This is an optimization exercise on Yosys and OpenROAD, whose aim is small area, not a production implementation. Function was checked by simulation only, so behaviour that the tests miss may differ from the original. Power and IR drop assume default switching activity.

## vga_top
module vga_top(
	input ClkPort,
	input BtnC,
	input BtnU,
	input BtnD,
	input BtnR,
	input BtnL,
	input MoveTick,  
	output hSync, vSync,
	output [3:0] vgaR, vgaG, vgaB,
	output An0, An1, An2, An3, An4, An5, An6, An7,
	output Ca, Cb, Cc, Cd, Ce, Cf, Cg, Dp,
	output MemOE, MemWR, RamCS, QuadSpiFlashCS
	);
	wire bright;
	wire [9:0] hc, vc;
	wire [3:0] lives;
	wire [6:0] ssdOut;
	wire [3:0] anode;
	wire [11:0] rgb;
	display_controller dc(.clk(ClkPort), .rst(BtnC), .hSync(hSync), .vSync(vSync), .bright(bright), .hCount(hc), .vCount(vc));
	game_control sc(.clk(ClkPort), .en(MoveTick), .bright(bright), .rst(BtnC), .up(BtnU), .down(BtnD), .left(BtnL), .right(BtnR), .hCount(hc), .vCount(vc), .rgb(rgb), .lives(lives));
	display_lives cnt(.displayNumber(lives), .anode(anode), .ssdOut(ssdOut));
	assign vgaR = rgb[11 : 8];
	assign vgaG = rgb[7  : 4];
	assign vgaB = rgb[3  : 0];
	assign {MemOE, MemWR, RamCS, QuadSpiFlashCS} = 4'b1111;
	assign {An7, An6, An5, An4, An3, An2, An1, An0} = {4'b1111, anode};
	assign {Ca, Cb, Cc, Cd, Ce, Cf, Cg} = ssdOut[6 : 0];
	assign Dp = 1'b1;  
endmodule
Size: about 89 flip-flops, about 41 I/O pins.
clock: 12.0 ns
lec_check: 0
cap_margin: 20
core_margin: 2
core_utilization: 40
cts_buf_list: sky130_fd_sc_hd__clkbuf_8
place_density: 0.6
slew_margin: 20
standard.sh (not shown) runs the stock make flow with config.mk's settings and CLKGATE_MAP_FILE= SYNTH_SCRIPT=/design/flow/synth_recipe.tcl, a recipe that flattens the netlist after the stock synthesis.
==> flow/flow/run.sh <==
#!/bin/bash
# The standard layout (standard.sh: ORFS synthesis through finish), with:
#  - synthesis: synth_recipe.tcl unchanged, except that its technology mapping
#    step runs an area-oriented ABC script (flow/synth.tcl, flow/abc_area.script);
#  - the port buffers that global placement inserts on every input and output use
#    the smallest buffer cell;
#  - clock tree synthesis adds no dummy loads (its other arguments are the
#    standard ones, with the clkbuf_8 buffer list of config.mk).
# Each make call's output goes to its own flow_make_*.log; each ORFS step keeps its
# own log under orfs/logs/.
set -euo pipefail
W="$PWD"
export FLOW_ABC_SCRIPT="$W/flow/abc_area.script"
export FLOW_SYNTH_TCL="$W/synth_recipe.tcl"
export BUFFER_PORTS_ARGS="-buffer_cell sky130_fd_sc_hd__buf_1"
export CTS_ARGS="-sink_clustering_enable -repair_clock_nets -buf_list sky130_fd_sc_hd__clkbuf_8 -dont_use_dummy_load"
bash standard.sh synth SYNTH_SCRIPT="$W/flow/synth.tcl" > flow_make_synth.log 2>&1
bash standard.sh finish SYNTH_SCRIPT="$W/flow/synth.tcl" > flow_make_finish.log 2>&1
==> flow/flow/abc_area.script <==
&get -n
&st
&synch2
&dch -f
&nf -p -R 1000
&st
&syn2
&synch2
&dch -f
&nf -p -R 1000
&st
&synch2
&dch -f
&nf -p -R 1000
&st
&synch2
&dch -f
&nf -p -R 1000
&st
&synch2
&dch -f
&nf -p -R 1000
&put
==> flow/flow/synth.tcl <==
# The standard flow's synthesis script (synth_recipe.tcl in the flow's work folder), with the
# technology mapping step (ORFS's final "abc -script ..." call) run with
# flow/abc_area.script, an area-oriented ABC script, in place of ORFS's script.
# Flip-flops are mapped before this step, so the registers are the standard ones.
proc abc {args} {
  set i [lsearch -exact $args -script]
  if {$i >= 0} {
    set args [lreplace $args [expr {$i + 1}] [expr {$i + 1}] $::env(FLOW_ABC_SCRIPT)]
  }
  puts "abc mapping script: $::env(FLOW_ABC_SCRIPT)"
  yosys abc {*}$args
}
source $::env(FLOW_SYNTH_TCL)
The first run finished clean.
Rerun with:
--- a/flow/flow/run.sh
+++ b/flow/flow/run.sh
@@ -6,2 +6,3 @@
 #    the smallest buffer cell;
+#  - the constant outputs share the tie cells synthesis gives them (no tie fanout repair);
 #  - clock tree synthesis adds no dummy loads (its other arguments are the
@@ -14,2 +15,3 @@
 export FLOW_SYNTH_TCL="$W/synth_recipe.tcl"
+export SKIP_REPAIR_TIE_FANOUT=1
 export BUFFER_PORTS_ARGS="-buffer_cell sky130_fd_sc_hd__buf_1"
- CORE_UTILIZATION: 40 -> 50
- PLACE_DENSITY: 0.6 -> 0.65
Result:
- cell count shrinks by 7.3%
- clock-buffer cell count stays the same
- via count grows by 0.95%
- sequential power barely changes
Rerun with:
--- a/flow/flow/abc_area.script
+++ b/flow/flow/abc_area.script
@@ -22,2 +22,22 @@
 &nf -p -R 1000
+&st
+&synch2
+&dch -f
+&nf -p -R 1000
+&st
+&synch2
+&dch -f
+&nf -p -R 1000
+&st
+&synch2
+&dch -f
+&nf -p -R 1000
+&st
+&synch2
+&dch -f
+&nf -p -R 1000
+&st
+&synch2
+&dch -f
+&nf -p -R 1000
 &put
- CORE_UTILIZATION: 50 -> 40
- PLACE_DENSITY: 0.65 -> 0.6
What happened: The new run completed with no timing, DRC or antenna violations. Count of clock-buffer cells in the layout stays the same. Power stays flat. Global-route usage falls by 6.6 points. Via count came out lower by a few percent. Synthesized area decreases slightly.
Rerun with:
--- a/flow/flow/run.sh
+++ b/flow/flow/run.sh
@@ -6,3 +6,2 @@
 #    the smallest buffer cell;
-#  - the constant outputs share the tie cells synthesis gives them (no tie fanout repair);
 #  - clock tree synthesis adds no dummy loads (its other arguments are the
==> flow/flow/abc_area.script (replaced) <==
&get -n
&st
&synch2
&dch -f
&nf -p -R 1000
&st
&syn2
&synch2
&dch -f
&nf -p -R 1000
&st
&synch2
&dch -f
&nf -p -R 1000
&st
&synch2
&dch -f
&nf -p -R 1000
&st
&synch2
&dch -f
&nf -p -R 1000
&put
Non-clock buffer count is unchanged.
Synthesized area came out higher by 1.3%.
Sequential power goes up by about 0.8%.
Sequential share of layout area falls by 0.44 points.
Setup slack gets worse by 0.091 ns.
Critical path depth goes up by 4.

* * *

Another version of the RTL of vga_top (not shown whole).
Size in the first run: ~1000 cells after synthesis, about 89 flip-flops, about 41 I/O pins, ~0.0088 sq mm of cells after synthesis.
clock: 12.0 ns
lec_check: 0
cap_margin: 20
core_margin: 2
core_utilization: 40
cts_buf_list: sky130_fd_sc_hd__clkbuf_8
place_density: 0.6
slew_margin: 20
==> flow/flow/run.sh <==
#!/bin/bash
# Standard layout, with the smallest buffer cell on the ports.
set -euo pipefail
export BUFFER_PORTS_ARGS="-buffer_cell sky130_fd_sc_hd__buf_1"
bash standard.sh > flow_make.log 2>&1
The starting point went through all stages and came out clean.
Then changed:
==> flow/run.sh (new file) <==
#!/bin/bash
# synth_recipe.tcl (not shown) runs the flow's synth.tcl, then flattens the netlist and writes it again
# the make line also repeats each setting of config.mk as NAME=value (left out here)
make -C /OpenROAD-flow-scripts/flow DESIGN_CONFIG=/design/flow/config.mk WORK_HOME=/design/flow/orfs CLKGATE_MAP_FILE= SYNTH_SCRIPT=/design/flow/synth_recipe.tcl finish
removed: flow/flow/run.sh
removed: flow/standard.sh
Effect: Hold slack improves by 0.0089 ns; non-clock buffer count goes up by 1; area after synthesis stays the same; total power falls by about 0.7%; maximum frequency went down by 4.2%; core utilization rises by 0.59 points; clock skew rises by 0.010 ns; synthesized cell count is unchanged; first-iteration DRC count came out higher by about 24%; global-route usage stays flat.
Then changed:
--- a/flow/config.mk
+++ b/flow/config.mk
@@ -9,5 +9,5 @@
 export CORE_MARGIN = 2
-export CORE_UTILIZATION = 40
+export CORE_UTILIZATION = 65
 export CTS_BUF_LIST = sky130_fd_sc_hd__clkbuf_8
-export PLACE_DENSITY = 0.6
+export PLACE_DENSITY = 0.75
 export SLEW_MARGIN = 20
After rerunning:
- The new run ran to the end with no violations
- cell area is lower slightly
- non-clock buffer count went up by 1
- first-iteration DRC count rises by a quarter to a third
- wire length came out lower by a few percent
- power is higher by a few percent
Then changed:
==> flow/flow/run.sh (new file) <==
#!/bin/bash
set -euo pipefail
export BUFFER_PORTS_ARGS="-buffer_cell sky130_fd_sc_hd__buf_1"
export CTS_ARGS="-sink_clustering_enable -repair_clock_nets -buf_list sky130_fd_sc_hd__clkbuf_8 -dont_use_dummy_load"
bash standard.sh > flow_make.log 2>&1
==> flow/standard.sh (new file) <==
#!/bin/bash
# synth_recipe.tcl (not shown) runs the flow's synth.tcl, then flattens the netlist and writes it again
# the make line also repeats each setting of config.mk as NAME=value (left out here)
make -C /OpenROAD-flow-scripts/flow DESIGN_CONFIG=/design/flow/config.mk WORK_HOME=/design/flow/orfs CLKGATE_MAP_FILE= SYNTH_SCRIPT=/design/flow/synth_recipe.tcl "${@:-finish}"
--- a/flow/config.mk
+++ b/flow/config.mk
@@ -9,5 +9,5 @@
 export CORE_MARGIN = 2
-export CORE_UTILIZATION = 65
+export CORE_UTILIZATION = 40
 export CTS_BUF_LIST = sky130_fd_sc_hd__clkbuf_8
-export PLACE_DENSITY = 0.75
+export PLACE_DENSITY = 0.6
 export SLEW_MARGIN = 20
removed: flow/run.sh
What happened:
- The new run completed with no timing, DRC or antenna violations
- combinational power shrinks by a few percent
- first-iteration DRC count goes down by well over a third
- cell count goes up by a little under a tenth
- worst setup slack gains 0.45 ns
- cell area is lower slightly

* * *

## lane 1
RTL: one of the versions met above, not the one the previous note started from.
Size: roughly 940 cells after synthesis, ~89 flip-flops, ~41 I/O pins.
==> flow/config.mk <==
export PLATFORM = sky130hd
export DESIGN_NAME = vga_top
export DESIGN_NICKNAME = vga_top
export VERILOG_FILES = /design/flow/design.v
export SDC_FILE = /design/flow/constraint.sdc
export NUM_CORES = 4
export LEC_CHECK = 0
export CAP_MARGIN = 20
export CORE_MARGIN = 2
export CORE_UTILIZATION = 40
export CTS_BUF_LIST = sky130_fd_sc_hd__clkbuf_8
export PLACE_DENSITY = 0.6
export SLEW_MARGIN = 20
==> flow/constraint.sdc <==
create_clock -name core_clock -period 12.0 [get_ports {ClkPort}]
set_input_delay 2.4000 -clock core_clock [delete_from_list [all_inputs] [get_ports {ClkPort}]]
set_output_delay 2.4000 -clock core_clock [all_outputs]
set_load 0.01 [all_outputs]
==> flow/flow/run.sh <==
#!/bin/bash
# The standard layout (standard.sh: ORFS synthesis through finish), with:
#  - synthesis: synth_recipe.tcl unchanged, except that its technology mapping
#    step runs an area-oriented ABC script (flow/synth.tcl, flow/abc_area.script);
#  - the port buffers that global placement inserts on every input and output use
#    the smallest buffer cell;
#  - the constant outputs share the tie cells synthesis gives them (no tie fanout repair);
#  - clock tree synthesis adds no dummy loads (its other arguments are the
#    standard ones, with the clkbuf_8 buffer list of config.mk).
# Each make call's output goes to its own flow_make_*.log; each ORFS step keeps its
# own log under orfs/logs/.
set -euo pipefail
W="$PWD"
export FLOW_ABC_SCRIPT="$W/flow/abc_area.script"
export FLOW_SYNTH_TCL="$W/synth_recipe.tcl"
export SKIP_REPAIR_TIE_FANOUT=1
export BUFFER_PORTS_ARGS="-buffer_cell sky130_fd_sc_hd__buf_1"
export CTS_ARGS="-sink_clustering_enable -repair_clock_nets -buf_list sky130_fd_sc_hd__clkbuf_8 -dont_use_dummy_load"
bash standard.sh synth SYNTH_SCRIPT="$W/flow/synth.tcl" > flow_make_synth.log 2>&1
bash standard.sh finish SYNTH_SCRIPT="$W/flow/synth.tcl" > flow_make_finish.log 2>&1
==> flow/flow/abc_area.script <==
&get -n
&st
&synch2
&dch -f
&nf -p -R 1000
&st
&syn2
&synch2
&dch -f
&nf -p -R 1000
&st
&synch2
&dch -f
&nf -p -R 1000
&st
&synch2
&dch -f
&nf -p -R 1000
&st
&synch2
&dch -f
&nf -p -R 1000
&put
Scripts as last shown in full above: flow/flow/synth.tcl
Modified inputs, lane 2 compared to lane 1
diff --git a/flow/flow/run.sh b/flow/flow/run.sh
--- a/flow/flow/run.sh
+++ b/flow/flow/run.sh
@@ -16,5 +16,5 @@
 export SKIP_REPAIR_TIE_FANOUT=1
 export BUFFER_PORTS_ARGS="-buffer_cell sky130_fd_sc_hd__buf_1"
-export CTS_ARGS="-sink_clustering_enable -repair_clock_nets -buf_list sky130_fd_sc_hd__clkbuf_8 -dont_use_dummy_load"
+export CTS_ARGS="-sink_clustering_enable -repair_clock_nets -root_buf sky130_fd_sc_hd__clkbuf_8 -buf_list sky130_fd_sc_hd__clkbuf_4 -dont_use_dummy_load"
 bash standard.sh synth SYNTH_SCRIPT="$W/flow/synth.tcl" > flow_make_synth.log 2>&1
 bash standard.sh finish SYNTH_SCRIPT="$W/flow/synth.tcl" > flow_make_finish.log 2>&1
diff --git a/flow/flow/abc_area.script b/flow/flow/abc_area.script
--- a/flow/flow/abc_area.script
+++ b/flow/flow/abc_area.script
@@ -21,3 +21,23 @@
 &dch -f
 &nf -p -R 1000
+&st
+&synch2
+&dch -f
+&nf -p -R 1000
+&st
+&synch2
+&dch -f
+&nf -p -R 1000
+&st
+&synch2
+&dch -f
+&nf -p -R 1000
+&st
+&synch2
+&dch -f
+&nf -p -R 1000
+&st
+&synch2
+&dch -f
+&nf -p -R 1000
 &put
==> results.txt <==
Lane 2: global-route usage is 0.81 points lower than what lane 1 reported. Changes observed in lane 2 relative to lane 1: areal power density over the cells saw an increase, design area saw a decrease, data required time at the worst endpoint saw little to no change.
[inputs] lane 3 vs lane 2
- swapping 0.6 for 0.65 in PLACE_DENSITY
- swapping 40 for 50 in CORE_UTILIZATION
==> results.txt <==
On number of register bits inferred by synthesis, lane 3 and lane 2 are neck and neck. [lane 3 vs lane 2] area growth from synthesis to layout: lower in lane 3. Final critical-path required period: lane 3 better than lane 2. STATUS wire length: lane 3 wins against lane 2. Final cycle utilization of the critical path (lane 3 over lane 2): decrease, 0.79 points. Fmax: lane 3 above lane 2. Total sequential power: lane 3 vs lane 2 — no meaningful difference.

* * *

== the reference run ==
Another version of the RTL of vga_top (not shown whole).
For scale: roughly 950 cells after synthesis, roughly 89 flip-flops.
Settings: LEC_CHECK=0, CAP_MARGIN=20, CORE_MARGIN=2, CORE_UTILIZATION=40, CTS_BUF_LIST=sky130_fd_sc_hd__clkbuf_8, PLACE_DENSITY=0.6, SLEW_MARGIN=20; clock period 12.0 ns.
==> flow/flow/run.sh <==
#!/bin/bash
# The standard layout (standard.sh: ORFS synthesis through finish), with:
#  - synthesis: synth_recipe.tcl unchanged, except that its technology mapping
#    step runs an area-oriented ABC script (flow/synth.tcl, flow/abc_area.script);
#  - the port buffers that global placement inserts on every input and output use
#    the smallest buffer cell;
#  - clock tree synthesis adds no dummy loads (its other arguments are the
#    standard ones, with the clkbuf_8 buffer list of config.mk).
# Each make call's output goes to its own flow_make_*.log; each ORFS step keeps its
# own log under orfs/logs/.
set -euo pipefail
W="$PWD"
export FLOW_ABC_SCRIPT="$W/flow/abc_area.script"
export FLOW_SYNTH_TCL="$W/synth_recipe.tcl"
export BUFFER_PORTS_ARGS="-buffer_cell sky130_fd_sc_hd__buf_1"
export CTS_ARGS="-sink_clustering_enable -repair_clock_nets -buf_list sky130_fd_sc_hd__clkbuf_8 -dont_use_dummy_load"
bash standard.sh synth SYNTH_SCRIPT="$W/flow/synth.tcl" > flow_make_synth.log 2>&1
bash standard.sh finish SYNTH_SCRIPT="$W/flow/synth.tcl" > flow_make_finish.log 2>&1
==> flow/flow/abc_area.script <==
&get -n
&st
&synch2
&dch
&nf -p -R 1000
&st
&syn2
&synch2
&dch
&nf -p -R 1000
&st
&synch2
&dch
&nf -p -R 1000
&put
Scripts as last shown in full above: flow/flow/synth.tcl
The reference run completed end to end with timing, DRC and antenna clean.
Input changes introduced in the trial run (baseline for comparison: the reference run):
==> flow/flow/run.sh <==
#!/bin/bash
set -euo pipefail
export BUFFER_PORTS_ARGS="-buffer_cell sky130_fd_sc_hd__buf_1"
export CTS_ARGS="-sink_clustering_enable -repair_clock_nets -buf_list sky130_fd_sc_hd__clkbuf_8 -dont_use_dummy_load -sink_clustering_size 16 -sink_clustering_max_diameter 150"
bash standard.sh > flow_make.log 2>&1
removed: flow/flow/abc_area.script
removed: flow/flow/synth.tcl
[summary]
- All of the trial run and the reference run finish clean.
- In the trial run, the register fraction of the total cell area came out 1.7 points below the value in the reference run.
- Delta(maximum frequency, the trial run - the reference run) > 0
- For the sequential fraction of the synthesis area, the trial run came in 2.5 points lower than the reference run did.
- Run comparison: the reference run dominant combinational cell family by area after synthesis compound AO/OA/AOI/OAI gates; the trial run dominant combinational cell family by area after synthesis simple AND/OR/NAND/NOR gates
- The trial run — final worst-path cycle share 1.4 points lower, the reference run as reference
- The trial run against the reference run: relative contribution of the clock network to total power went up; cell count after synthesis went up; global placer's final weighted congestion went down.

==> port drivers added, routing unchanged <==
No port has a modelled driver above. Below, the same layouts with a new extraction and two added sets of constraints. Step 1 assumes that a clkbuf_16 drives the clock port and a buf_2 every other input. Step 2 moves the port delays by t, midway between the first and last clock arrival at a register: inputs arrive t later, outputs are due t later. That takes back most of the time a late clock gives input paths. Three values: no drivers, after step 1, after step 2; two values: the first two.
| run | t, ns | setup slack, ns | hold slack, ns | worst register clock-pin slew, ns | cell pins on the clock port's net |
|---|---|---|---|---|---|
| the first run of note 1 | 0.408 | 3.222 / 3.186 / 3.594 | 0.511 / 0.511 / 0.511 | 0.10 / 0.10 | 1 |
| the second run of note 1 | 0.410 | 3.409 / 3.368 / 3.779 | 0.529 / 0.529 / 0.529 | 0.11 / 0.11 | 1 |
| the third run of note 1 | 0.425 | 3.266 / 3.225 / 3.650 | 0.524 / 0.524 / 0.524 | 0.10 / 0.10 | 1 |
| the fourth run of note 1 | 0.416 | 3.175 / 3.139 / 3.555 | 0.527 / 0.527 / 0.527 | 0.11 / 0.11 | 1 |
| the first run of note 2 | 0.431 | 3.240 / 3.203 / 3.634 | 0.476 / 0.476 / 0.476 | 0.10 / 0.10 | 1 |
| the second run of note 2 | 0.422 | 2.859 / 2.820 / 3.242 | 0.485 / 0.485 / 0.485 | 0.12 / 0.12 | 1 |
| the third run of note 2 | 0.434 | 2.834 / 2.795 / 3.229 | 0.483 / 0.483 / 0.483 | 0.11 / 0.11 | 1 |
| the fourth run of note 2 | 0.421 | 3.288 / 3.250 / 3.671 | 0.473 / 0.473 / 0.473 | 0.10 / 0.10 | 1 |
| lane 1 | 0.416 | 3.175 / 3.139 / 3.555 | 0.527 / 0.527 / 0.527 | 0.11 / 0.11 | 1 |
| lane 2 | 0.425 | 3.266 / 3.225 / 3.650 | 0.524 / 0.524 / 0.524 | 0.10 / 0.10 | 1 |
| lane 3 | 0.417 | 3.361 / 3.324 / 3.741 | 0.523 / 0.523 / 0.523 | 0.10 / 0.10 | 1 |
| the reference run | 0.416 | 2.685 / 2.649 / 3.065 | 0.494 / 0.494 / 0.494 | 0.11 / 0.11 | 1 |
| the trial run | 0.422 | 2.855 / 2.812 / 3.234 | 0.537 / 0.537 / 0.537 | 0.10 / 0.10 | 1 |
After both steps setup and hold are still met in every run listed.
